What follows belongs to an exercise in optimizing a design on an open flow for small area, a short achievable clock period and few clock cycles; a production flow would make more cautious choices.
Where RTL was checked, it was by simulation tests only, not by an equivalence proof against the original.
The flow treats the clock pin as an ideal source, which a real chip does not have.

==> inputs of v23 <==
Design mips, start of the top module:
module mips(
	input wire clk,
	input wire rst,
	output wire [31:0] INST_ADDR,
	input wire [31:0] INST_DATA,
	output wire [31:0] DMEM_ADDR,
	output wire DMEM_WE,
	output wire [31:0] DMEM_WDATA,
	input wire [31:0] DMEM_RDATA
	);
	genvar gk, gb;
	reg  [31:0] pc;
	reg  [31:0] ras;
	reg         e_ld, e_st, e_br, e_bx, e_jr;      
	reg  [4:0]  e_rd;                    
	reg         e_fa_lo, e_fa_hi;
	reg         c_ab, c_mb, c_am, c_mm;
	reg         j_a, j_m;                
	reg         e_fb;                    
	reg         x_b, x_bn, x_m, x_mn, x_i, x_in;
	reg         h_b, h_br, h_m, h_mr;
	reg         e_sub;                   
	reg         s_m, s_a, s_c;
	reg         r_add, r_slt, r_and, r_or, r_xor, r_nor, r_srl, r_sll, r_b;
	reg         e_sra;
	reg  [4:0]  e_sa;
	reg  [31:0] e_a, e_b;
	reg  [31:0] e_x;
	reg         m_we, m_ld;
	reg  [4:0]  m_rd;
	reg  [31:0] m_res, m_wd;
	reg  [31:0] rf [1:31];
	reg  [31:1] rf_v;
	wire [31:0] fa = {{16{e_fa_hi}}, {16{e_fa_lo}}};
	wire [31:0] a = (fa & m_res) | (~fa & e_a);
	wire [31:0] bx = ({32{x_b}} & e_b) | ({32{x_bn}} & ~e_b)
	               | ({32{x_m}} & m_res) | ({32{x_mn}} & ~m_res)
	               | ({32{x_i}} & e_x) | ({32{x_in}} & ~e_x);
	wire [4:0]  sa = ({5{s_m}} & m_res[4:0]) | ({5{s_a}} & e_a[4:0]) | ({5{s_c}} & e_sa);
	wire [31:0] sum, p, g;
	ks_add32 add(.a(a), .b(bx), .cin(e_sub), .s(sum), .p(p), .g0(g));
	wire [31:0] pg = p | g;                           
	function automatic [31:0] rev32(input [31:0] x);
		integer k;
		for (k = 0; k < 32; k = k + 1) rev32[k] = x[31-k];
	endfunction
	wire [31:0] sh_in = ({32{h_b}} & e_b) | ({32{h_br}} & rev32(e_b))
	                  | ({32{h_m}} & m_res) | ({32{h_mr}} & rev32(m_res));
	wire        sh_fill = e_sra & bx[31];
  ...
==> flow/config.mk <==
export PLATFORM = sky130hd
export DESIGN_NAME = mips
export DESIGN_NICKNAME = mips
export VERILOG_FILES = /design/flow/design.v
export SDC_FILE = /design/flow/constraint.sdc
export NUM_CORES = 8
export LEC_CHECK = 0
export CAP_MARGIN = 20
export CORE_MARGIN = 2
export CORE_UTILIZATION = 40
export SLEW_MARGIN = 20
export SYNTH_HIERARCHICAL = 1
export SYNTH_MINIMUM_KEEP_SIZE = 0
==> flow/constraint.sdc <==
create_clock -name core_clock -period 10.0 [get_ports {clk}]
set_input_delay 2.0000 -clock core_clock [delete_from_list [all_inputs] [get_ports {clk}]]
set_output_delay 2.0000 -clock core_clock [all_outputs]
set_load 0.01 [all_outputs]
standard.sh (not shown) runs the stock make flow with config.mk's settings and CLKGATE_MAP_FILE= SYNTH_SCRIPT=/design/flow/synth_recipe.tcl, a recipe that flattens the netlist after the stock synthesis.
==> flow/flow/run.sh <==
#!/bin/bash
set -euo pipefail
MARGIN=6.5
bash standard.sh synth > synth.log 2>&1
SYNTH_ODB=orfs/results/sky130hd/mips/base/1_synth.odb openroad -no_init -exit flow/downsize.tcl > downsize.log 2>&1
export RC_SCALE=1.4
H=$PWD/flow/rcscale.tcl
bash standard.sh SETUP_SLACK_MARGIN=$MARGIN "CTS_ARGS=-sink_clustering_enable -repair_clock_nets -dont_use_dummy_load -buf_list sky130_fd_sc_hd__clkbuf_8 -sink_clustering_size 20" \
  PRE_FLOORPLAN_TCL=$H PRE_GLOBAL_PLACE_TCL=$H PRE_RESIZE_TCL=$H PRE_CTS_TCL=$H PRE_GLOBAL_ROUTE_TCL=$H \
  finish > layout.log 2>&1
==> flow/flow/downsize.tcl <==
# Set every combinational cell that synthesis mapped to a larger drive
# strength back to its smallest variant; the timing repair later in the flow
# sizes up the cells that need it.
set odb $::env(SYNTH_ODB)
read_db $odb
set db [ord::get_db]
set n 0
foreach inst [[ord::get_db_block] getInsts] {
  set m [$inst getMaster]
  set name [$m getName]
  if {[regexp {^sky130_fd_sc_hd__(df|edf|sdf|dl|sdl|conb|tap|fill|decap|diode)} $name]} { continue }
  if {[regexp {^(sky130_fd_sc_hd__[a-z0-9]+)_([0-9]+)$} $name -> base size] && $size > 1} {
    foreach s {1 0} {
      set nm [$db findMaster ${base}_$s]
      if {$nm ne "NULL" && $nm ne ""} {
        $inst swapMaster $nm
        incr n
        break
      }
    }
  }
}
puts "downsized $n cells"
write_db $odb
==> flow/flow/rcscale.tcl <==
set k $::env(RC_SCALE)
foreach {layer c r} {
  li1  1.499e-04   7.176e-02
  met1 1.72375e-04 8.929e-04
  met2 1.36233e-04 8.929e-04
  met3 2.14962e-04 1.567e-04
  met4 1.48128e-04 1.567e-04
  met5 1.54087e-04 1.781e-05
} {
  set_layer_rc -layer $layer -capacitance [expr {$c * $k}] -resistance [expr {$r * $k}]
}
set_wire_rc -signal -layer met1
set_wire_rc -clock -layer met3
==> v37 (differences from v23) <==
--- a/flow/design.v
+++ b/flow/design.v
@@ -743,16 +743,19 @@
 	assign c = a & b;
 endmodule
 module g_and3(input a, b, c, output y);
 	assign y = a & b & c;
 endmodule
 module g_mux2(input a0, a1, s, output y);
 	assign y = s ? a1 : a0;
 endmodule
+module g_a221o(input a1, a2, b1, b2, c1, output y);
+	assign y = (a1 & a2) | (b1 & b2) | c1;
+endmodule
 module g_buf(input a, output y);
 	assign y = a;
 endmodule
 module g_rd32f(input [31:0] s, input [31:0] d, output q);
 	wire [15:0] y;
 	wire [3:0] z;
 	wire [1:0] u;
 	genvar i;
@@ -790,16 +793,17 @@
 	output wire DMEM_WE,
 	output wire [31:0] DMEM_WDATA,
 	input wire [31:0] DMEM_RDATA
 	);
 	genvar gk, gb;
 	reg  [31:0] pc;
 	reg  [31:0] ras;
 	reg         e_ld, e_st, e_br, e_bx, e_jr;      
+	reg         e_cst;                   
 	reg  [4:0]  e_rd;                    
 	reg         e_fa_lo, e_fa_hi;
 	reg         c_ab, c_mb, c_am, c_mm;
 	reg         j_a, j_m;                
 	reg         e_fb;                    
 	reg         x_b, x_bn, x_m, x_mn, x_i, x_in;
 	reg         h_b, h_br, h_m, h_mr;
 	reg         e_sub;                   
@@ -814,45 +818,52 @@
 	reg  [31:0] m_res, m_wd;
 	reg  [31:0] rf [1:31];
 	reg  [31:1] rf_v;
 	wire [31:0] fa = {{16{e_fa_hi}}, {16{e_fa_lo}}};
 	wire [31:0] a = (fa & m_res) | (~fa & e_a);
 	wire [31:0] bx = ({32{x_b}} & e_b) | ({32{x_bn}} & ~e_b)
 	               | ({32{x_m}} & m_res) | ({32{x_mn}} & ~m_res)
 	               | ({32{x_i}} & e_x) | ({32{x_in}} & ~e_x);
-	wire [4:0]  sa = ({5{s_m}} & m_res[4:0]) | ({5{s_a}} & e_a[4:0]) | ({5{s_c}} & e_sa);
+	wire [4:0]  sa;
+	generate for (gb = 0; gb < 5; gb = gb + 1) begin : sam
+		wire n0, n1, n2;
+		g_nand2 u0(.a(s_m), .b(m_res[gb]), .y(n0));
+		g_nand2 u1(.a(s_a), .b(e_a[gb]), .y(n1));
+		g_nand2 u2(.a(s_c), .b(e_sa[gb]), .y(n2));
+		g_nand3 u3(.a(n0), .b(n1), .c(n2), .y(sa[gb]));
+	end endgenerate
 	wire [31:0] sum, p, g;
 	ks_add32 add(.a(a), .b(bx), .cin(e_sub), .s(sum), .p(p), .g0(g));
 	wire [31:0] pg = p | g;                           
 	function automatic [31:0] rev32(input [31:0] x);
 		integer k;
 		for (k = 0; k < 32; k = k + 1) rev32[k] = x[31-k];
 	endfunction
 	wire [31:0] sh_in = ({32{h_b}} & e_b) | ({32{h_br}} & rev32(e_b))
 	                  | ({32{h_m}} & m_res) | ({32{h_mr}} & rev32(m_res));
 	wire        sh_fill = e_sra & bx[31];
 	wire [32:0] sh_ext = $signed({sh_fill, sh_in}) >>> sa;
 	wire [31:0] sr = sh_ext[31:0];
-	wire [31:0] oth = ({32{r_slt}} & {31'b0, sum[31]})
-	                | ({32{r_and}} & g)
+	wire [31:0] oth = ({32{r_and}} & g)
 	                | ({32{r_or}}  & pg)
 	                | ({32{r_xor}} & p)
 	                | ({32{r_nor}} & ~pg)
 	                | ({32{r_srl}} & sr)
 	                | ({32{r_sll}} & rev32(sr))
 	                | ({32{r_b}}   & bx);
 	wire [31:0] alu;
-	generate for (gb = 0; gb < 32; gb = gb + 1) begin : res
+	g_a221o r0(.a1(r_add), .a2(sum[0]), .b1(r_slt), .b2(sum[31]), .c1(oth[0]), .y(alu[0]));
+	generate for (gb = 1; gb < 32; gb = gb + 1) begin : res
 		g_a21o r(.a1(r_add), .a2(sum[gb]), .b1(oth[gb]), .y(alu[gb]));
 	end endgenerate
 	wire eq = (c_ab & (e_a == e_b)) | (c_mb & (m_res == e_b))
 	        | (c_am & (e_a == m_res)) | c_mm;
 	wire mis_br = e_br & (eq ^ e_bx);
-	wire mis_jr = (j_a & (e_a != pc)) | (j_m & (m_res != pc));
+	wire mis_jr = e_jr & ((j_a & (e_a != pc)) | (j_m & (m_res != pc)));
 	wire mis    = mis_br | mis_jr;
 	wire [31:0] redirect = e_jr ? a : e_x;
 	wire [31:0] m_val = m_ld ? DMEM_RDATA : m_res;
 	wire m_w = (m_rd != 5'd0);
 	assign DMEM_ADDR  = m_res;
 	assign DMEM_WE    = m_we;
 	assign DMEM_WDATA = m_wd;
 	wire [31:0] ins = INST_DATA;
@@ -911,16 +922,18 @@
 				6'b001010, 6'b001011: begin f_slt = 1'b1; f_sub = 1'b1; end
 				6'b001100: f_and = 1'b1;
 				6'b001101: f_or = 1'b1;
 				6'b001110: f_xor = 1'b1;
 				default: f_b = 1'b1;                    
 			endcase
 		end
 	end
+	wire f_cst = is_lui | (((op == 6'b001000) | (op == 6'b001001) | (op == 6'b001101) |
+	                        (op == 6'b001110)) & (rs == 5'd0));
 	wire sext = (op == 6'b001000) | (op == 6'b001010) | is_lw | is_sw | is_br;
 	wire [31:0] pc4 = pc + 32'd4;
 	wire [31:0] immv = is_lui ? {imm, 16'b0} :
 	                   (is_jal | is_jalr) ? pc4 :
 	                   {{16{sext & imm[15]}}, imm};
 	wire ui = ~((is_r & ~is_jalr) | is_br);
 	wire rs_m = m_w & (rs == m_rd);
 	wire rt_m = m_w & (rt == m_rd);
@@ -963,64 +976,65 @@
 	wire [13:0] hi_m = hi - 14'd1;
 	wire [13:0] bx0 = imm[15] ? hi : hi_p;        
 	wire [13:0] bx1 = imm[15] ? hi_m : hi;        
 	wire [13:0] bhi;
 	generate for (gb = 0; gb < 14; gb = gb + 1) begin : bsel
 		g_mux2 m(.a0(bx1[gb]), .a1(bx0[gb]), .s(bco), .y(bhi[gb]));
 	end endgenerate
 	wire [31:0] btgt = {bhi, blo, pc[1:0]};
+	wire cst_hit = rs_e & e_cst;
 	reg [31:0] npc;
 	always @(*) begin
 		if (is_j | is_jal) npc = {pc4[31:28], ins[25:0], 2'b00};
 		else if (is_br & pred_t) npc = btgt;
+		else if ((is_jr | is_jalr) & cst_hit) npc = e_x;
 		else if (is_jr) npc = ras;
 		else npc = pc4;
 	end
 	always @(posedge clk or posedge rst) begin
 		if (rst) begin
 			pc <= 32'b0;
 			ras <= 32'b0;
 		end else begin
 			if (mis) pc <= redirect;
 			else if (~stall) pc <= npc;
 			if (is_jal | is_jalr) ras <= pc4;
 		end
 	end
 	always @(posedge clk or posedge rst) begin
 		if (rst) begin
 			{e_ld, e_st, e_br, e_bx, e_jr} <= 5'b0;
-			{j_a, j_m} <= 2'b0;
 			e_rd <= 5'd0;
 			m_we <= 1'b0;
 			m_ld <= 1'b0;
 			m_rd <= 5'd0;
 		end else begin
 			if (adv) begin
 				e_ld <= is_lw;
 				e_st <= is_sw;
 				e_br <= is_br;
 				e_bx <= is_bne ^ pred_t;
 				e_jr <= is_jr | is_jalr;
-				j_a <= (is_jr | is_jalr) & ~rs_e;
-				j_m <= (is_jr | is_jalr) & rs_e;
 				e_rd <= dst;
 			end else begin
 				{e_ld, e_st, e_br, e_bx, e_jr} <= 5'b0;
-				{j_a, j_m} <= 2'b0;
 				e_rd <= 5'd0;
 			end
 			m_we <= e_st;
 			m_ld <= e_ld;
 			m_rd <= e_rd;
 		end
 	end
 	always @(posedge clk) begin
 		e_fa_lo <= rs_e;
 		e_fa_hi <= rs_e2;
+		j_a   <= ~rs_e;
+		j_m   <= rs_e;
+		e_cst <= f_cst;
 		c_ab  <= ~rs_e & ~rt_e;
 		c_mb  <= rs_e & ~rt_e;
 		c_am  <= ~rs_e & rt_e;
 		c_mm  <= rs_e & rt_e;
 		e_fb  <= rt_e;
 		x_b   <= ~ui & ~rt_e & ~f_sub;
 		x_bn  <= ~ui & ~rt_e & f_sub;
 		x_m   <= ~ui & rt_e & ~f_sub;
==> flow/flow/run.sh (replaced) <==
#!/bin/bash
set -euo pipefail
MARGIN=6.7
bash standard.sh synth > synth.log 2>&1
SYNTH_ODB=orfs/results/sky130hd/mips/base/1_synth.odb openroad -no_init -exit flow/downsize.tcl > downsize.log 2>&1
bash standard.sh SETUP_SLACK_MARGIN=$MARGIN "CTS_ARGS=-sink_clustering_enable -repair_clock_nets -dont_use_dummy_load -buf_list sky130_fd_sc_hd__clkbuf_8 -sink_clustering_size 20" finish > layout.log 2>&1
==> flow/config.mk (replaced) <==
export PLATFORM = sky130hd
export DESIGN_NAME = mips
export DESIGN_NICKNAME = mips
export VERILOG_FILES = /design/flow/design.v
export SDC_FILE = /design/flow/constraint.sdc
export NUM_CORES = 8
export LEC_CHECK = 0
export CAP_MARGIN = 20
export CORE_MARGIN = 2
export CORE_UTILIZATION = 40
export PLACE_DENSITY = 0.7
export SLEW_MARGIN = 40
export SYNTH_HIERARCHICAL = 1
export SYNTH_MINIMUM_KEEP_SIZE = 0
removed: flow/flow/rcscale.tcl
==> v13 (differences from v23) <==
--- a/flow/design.v
+++ b/flow/design.v
@@ -743,16 +743,19 @@
 	assign c = a & b;
 endmodule
 module g_and3(input a, b, c, output y);
 	assign y = a & b & c;
 endmodule
 module g_mux2(input a0, a1, s, output y);
 	assign y = s ? a1 : a0;
 endmodule
+module g_a221o(input a1, a2, b1, b2, c1, output y);
+	assign y = (a1 & a2) | (b1 & b2) | c1;
+endmodule
 module g_buf(input a, output y);
 	assign y = a;
 endmodule
 module g_rd32f(input [31:0] s, input [31:0] d, output q);
 	wire [15:0] y;
 	wire [3:0] z;
 	wire [1:0] u;
 	genvar i;
@@ -790,16 +793,17 @@
 	output wire DMEM_WE,
 	output wire [31:0] DMEM_WDATA,
 	input wire [31:0] DMEM_RDATA
 	);
 	genvar gk, gb;
 	reg  [31:0] pc;
 	reg  [31:0] ras;
 	reg         e_ld, e_st, e_br, e_bx, e_jr;      
+	reg         e_cst;                   
 	reg  [4:0]  e_rd;                    
 	reg         e_fa_lo, e_fa_hi;
 	reg         c_ab, c_mb, c_am, c_mm;
 	reg         j_a, j_m;                
 	reg         e_fb;                    
 	reg         x_b, x_bn, x_m, x_mn, x_i, x_in;
 	reg         h_b, h_br, h_m, h_mr;
 	reg         e_sub;                   
@@ -814,39 +818,46 @@
 	reg  [31:0] m_res, m_wd;
 	reg  [31:0] rf [1:31];
 	reg  [31:1] rf_v;
 	wire [31:0] fa = {{16{e_fa_hi}}, {16{e_fa_lo}}};
 	wire [31:0] a = (fa & m_res) | (~fa & e_a);
 	wire [31:0] bx = ({32{x_b}} & e_b) | ({32{x_bn}} & ~e_b)
 	               | ({32{x_m}} & m_res) | ({32{x_mn}} & ~m_res)
 	               | ({32{x_i}} & e_x) | ({32{x_in}} & ~e_x);
-	wire [4:0]  sa = ({5{s_m}} & m_res[4:0]) | ({5{s_a}} & e_a[4:0]) | ({5{s_c}} & e_sa);
+	wire [4:0]  sa;
+	generate for (gb = 0; gb < 5; gb = gb + 1) begin : sam
+		wire n0, n1, n2;
+		g_nand2 u0(.a(s_m), .b(m_res[gb]), .y(n0));
+		g_nand2 u1(.a(s_a), .b(e_a[gb]), .y(n1));
+		g_nand2 u2(.a(s_c), .b(e_sa[gb]), .y(n2));
+		g_nand3 u3(.a(n0), .b(n1), .c(n2), .y(sa[gb]));
+	end endgenerate
 	wire [31:0] sum, p, g;
 	ks_add32 add(.a(a), .b(bx), .cin(e_sub), .s(sum), .p(p), .g0(g));
 	wire [31:0] pg = p | g;                           
 	function automatic [31:0] rev32(input [31:0] x);
 		integer k;
 		for (k = 0; k < 32; k = k + 1) rev32[k] = x[31-k];
 	endfunction
 	wire [31:0] sh_in = ({32{h_b}} & e_b) | ({32{h_br}} & rev32(e_b))
 	                  | ({32{h_m}} & m_res) | ({32{h_mr}} & rev32(m_res));
 	wire        sh_fill = e_sra & bx[31];
 	wire [32:0] sh_ext = $signed({sh_fill, sh_in}) >>> sa;
 	wire [31:0] sr = sh_ext[31:0];
-	wire [31:0] oth = ({32{r_slt}} & {31'b0, sum[31]})
-	                | ({32{r_and}} & g)
+	wire [31:0] oth = ({32{r_and}} & g)
 	                | ({32{r_or}}  & pg)
 	                | ({32{r_xor}} & p)
 	                | ({32{r_nor}} & ~pg)
 	                | ({32{r_srl}} & sr)
 	                | ({32{r_sll}} & rev32(sr))
 	                | ({32{r_b}}   & bx);
 	wire [31:0] alu;
-	generate for (gb = 0; gb < 32; gb = gb + 1) begin : res
+	g_a221o r0(.a1(r_add), .a2(sum[0]), .b1(r_slt), .b2(sum[31]), .c1(oth[0]), .y(alu[0]));
+	generate for (gb = 1; gb < 32; gb = gb + 1) begin : res
 		g_a21o r(.a1(r_add), .a2(sum[gb]), .b1(oth[gb]), .y(alu[gb]));
 	end endgenerate
 	wire eq = (c_ab & (e_a == e_b)) | (c_mb & (m_res == e_b))
 	        | (c_am & (e_a == m_res)) | c_mm;
 	wire mis_br = e_br & (eq ^ e_bx);
 	wire mis_jr = (j_a & (e_a != pc)) | (j_m & (m_res != pc));
 	wire mis    = mis_br | mis_jr;
 	wire [31:0] redirect = e_jr ? a : e_x;
@@ -911,16 +922,18 @@
 				6'b001010, 6'b001011: begin f_slt = 1'b1; f_sub = 1'b1; end
 				6'b001100: f_and = 1'b1;
 				6'b001101: f_or = 1'b1;
 				6'b001110: f_xor = 1'b1;
 				default: f_b = 1'b1;                    
 			endcase
 		end
 	end
+	wire f_cst = is_lui | (((op == 6'b001000) | (op == 6'b001001) | (op == 6'b001101) |
+	                        (op == 6'b001110)) & (rs == 5'd0));
 	wire sext = (op == 6'b001000) | (op == 6'b001010) | is_lw | is_sw | is_br;
 	wire [31:0] pc4 = pc + 32'd4;
 	wire [31:0] immv = is_lui ? {imm, 16'b0} :
 	                   (is_jal | is_jalr) ? pc4 :
 	                   {{16{sext & imm[15]}}, imm};
 	wire ui = ~((is_r & ~is_jalr) | is_br);
 	wire rs_m = m_w & (rs == m_rd);
 	wire rt_m = m_w & (rt == m_rd);
@@ -963,52 +976,56 @@
 	wire [13:0] hi_m = hi - 14'd1;
 	wire [13:0] bx0 = imm[15] ? hi : hi_p;        
 	wire [13:0] bx1 = imm[15] ? hi_m : hi;        
 	wire [13:0] bhi;
 	generate for (gb = 0; gb < 14; gb = gb + 1) begin : bsel
 		g_mux2 m(.a0(bx1[gb]), .a1(bx0[gb]), .s(bco), .y(bhi[gb]));
 	end endgenerate
 	wire [31:0] btgt = {bhi, blo, pc[1:0]};
+	wire cst_hit = rs_e & e_cst;
 	reg [31:0] npc;
 	always @(*) begin
 		if (is_j | is_jal) npc = {pc4[31:28], ins[25:0], 2'b00};
 		else if (is_br & pred_t) npc = btgt;
+		else if ((is_jr | is_jalr) & cst_hit) npc = e_x;
 		else if (is_jr) npc = ras;
 		else npc = pc4;
 	end
 	always @(posedge clk or posedge rst) begin
 		if (rst) begin
 			pc <= 32'b0;
 			ras <= 32'b0;
 		end else begin
 			if (mis) pc <= redirect;
 			else if (~stall) pc <= npc;
 			if (is_jal | is_jalr) ras <= pc4;
 		end
 	end
 	always @(posedge clk or posedge rst) begin
 		if (rst) begin
-			{e_ld, e_st, e_br, e_bx, e_jr} <= 5'b0;
+			{e_ld, e_st, e_br, e_bx, e_jr, e_cst} <= 6'b0;
 			{j_a, j_m} <= 2'b0;
 			e_rd <= 5'd0;
 			m_we <= 1'b0;
 			m_ld <= 1'b0;
 			m_rd <= 5'd0;
 		end else begin
 			if (adv) begin
 				e_ld <= is_lw;
 				e_st <= is_sw;
 				e_br <= is_br;
 				e_bx <= is_bne ^ pred_t;
 				e_jr <= is_jr | is_jalr;
 				j_a <= (is_jr | is_jalr) & ~rs_e;
 				j_m <= (is_jr | is_jalr) & rs_e;
 				e_rd <= dst;
+				e_cst <= f_cst;
 			end else begin
+				e_cst <= 1'b0;
 				{e_ld, e_st, e_br, e_bx, e_jr} <= 5'b0;
 				{j_a, j_m} <= 2'b0;
 				e_rd <= 5'd0;
 			end
 			m_we <= e_st;
 			m_ld <= e_ld;
 			m_rd <= e_rd;
 		end
==> flow/flow/run.sh (replaced) <==
#!/bin/bash
set -euo pipefail
MARGIN=6.6
bash standard.sh synth > synth.log 2>&1
SYNTH_ODB=orfs/results/sky130hd/mips/base/1_synth.odb openroad -no_init -exit flow/downsize.tcl > downsize.log 2>&1
bash standard.sh SETUP_SLACK_MARGIN=$MARGIN "CTS_ARGS=-sink_clustering_enable -repair_clock_nets -dont_use_dummy_load -buf_list sky130_fd_sc_hd__clkbuf_8 -sink_clustering_size 20" finish > layout.log 2>&1
==> flow/config.mk (replaced) <==
export PLATFORM = sky130hd
export DESIGN_NAME = mips
export DESIGN_NICKNAME = mips
export VERILOG_FILES = /design/flow/design.v
export SDC_FILE = /design/flow/constraint.sdc
export NUM_CORES = 8
export LEC_CHECK = 0
export CAP_MARGIN = 20
export CORE_MARGIN = 2
export CORE_UTILIZATION = 40
export PLACE_DENSITY = 0.7
export SLEW_MARGIN = 20
export SYNTH_HIERARCHICAL = 1
export SYNTH_MINIMUM_KEEP_SIZE = 0
removed: flow/flow/rcscale.tcl
==> results.txt <==
Register-to-register slack: v23 < v13 < v37. The highest final cell count belongs to v13, the lowest to v23. Fmax: v13 < v23 < v37. Against v37, the synthesized area of v13 is higher by 1.3%. Of v13 and v37, v37 has the higher critical path depth (gap 14).
Testbench counts of v23, summed over its fixed seeds: cycles 75,343.
Testbench counts of v37, summed over its fixed seeds: cycles 74,576.
No functional check of the RTL was part of v13.

==> separate check: timing with driven ports <==
The results above use ideal ports. As a check the final layouts listed here were re-extracted and re-timed, cells and wires unchanged.
Step 1 assumes that a clkbuf_16 drives the clock port and a buf_2 every other input.
Step 2 also shifts input and output timing later by t, the mid clock arrival at the registers, as if the neighbouring blocks saw the same clock.
a / b / c = ideal / step 1 / step 2; a / b = the first two.
run	t, ns	slack for setup (ns)	hold slack, ns	clock arrival spread, ns	slew at the worst register clock pin (ns)
v23	1.058	6.358 / 6.277 / 5.343	0.377 / 0.377 / 0.377	0.119 / 0.119	0.06 / 0.06
v37	1.024	6.370 / 6.307 / 5.374	0.346 / 0.346 / 0.346	0.112 / 0.111	0.07 / 0.07
v13	1.014	6.344 / 6.259 / 5.421	0.348 / 0.348 / 0.348	0.132 / 0.132	0.07 / 0.07
After both steps setup and hold are still met in every run listed. For v23, which loses most, drivers alone change the setup slack by -0.081 ns; drivers and shift together by -1.015 ns.
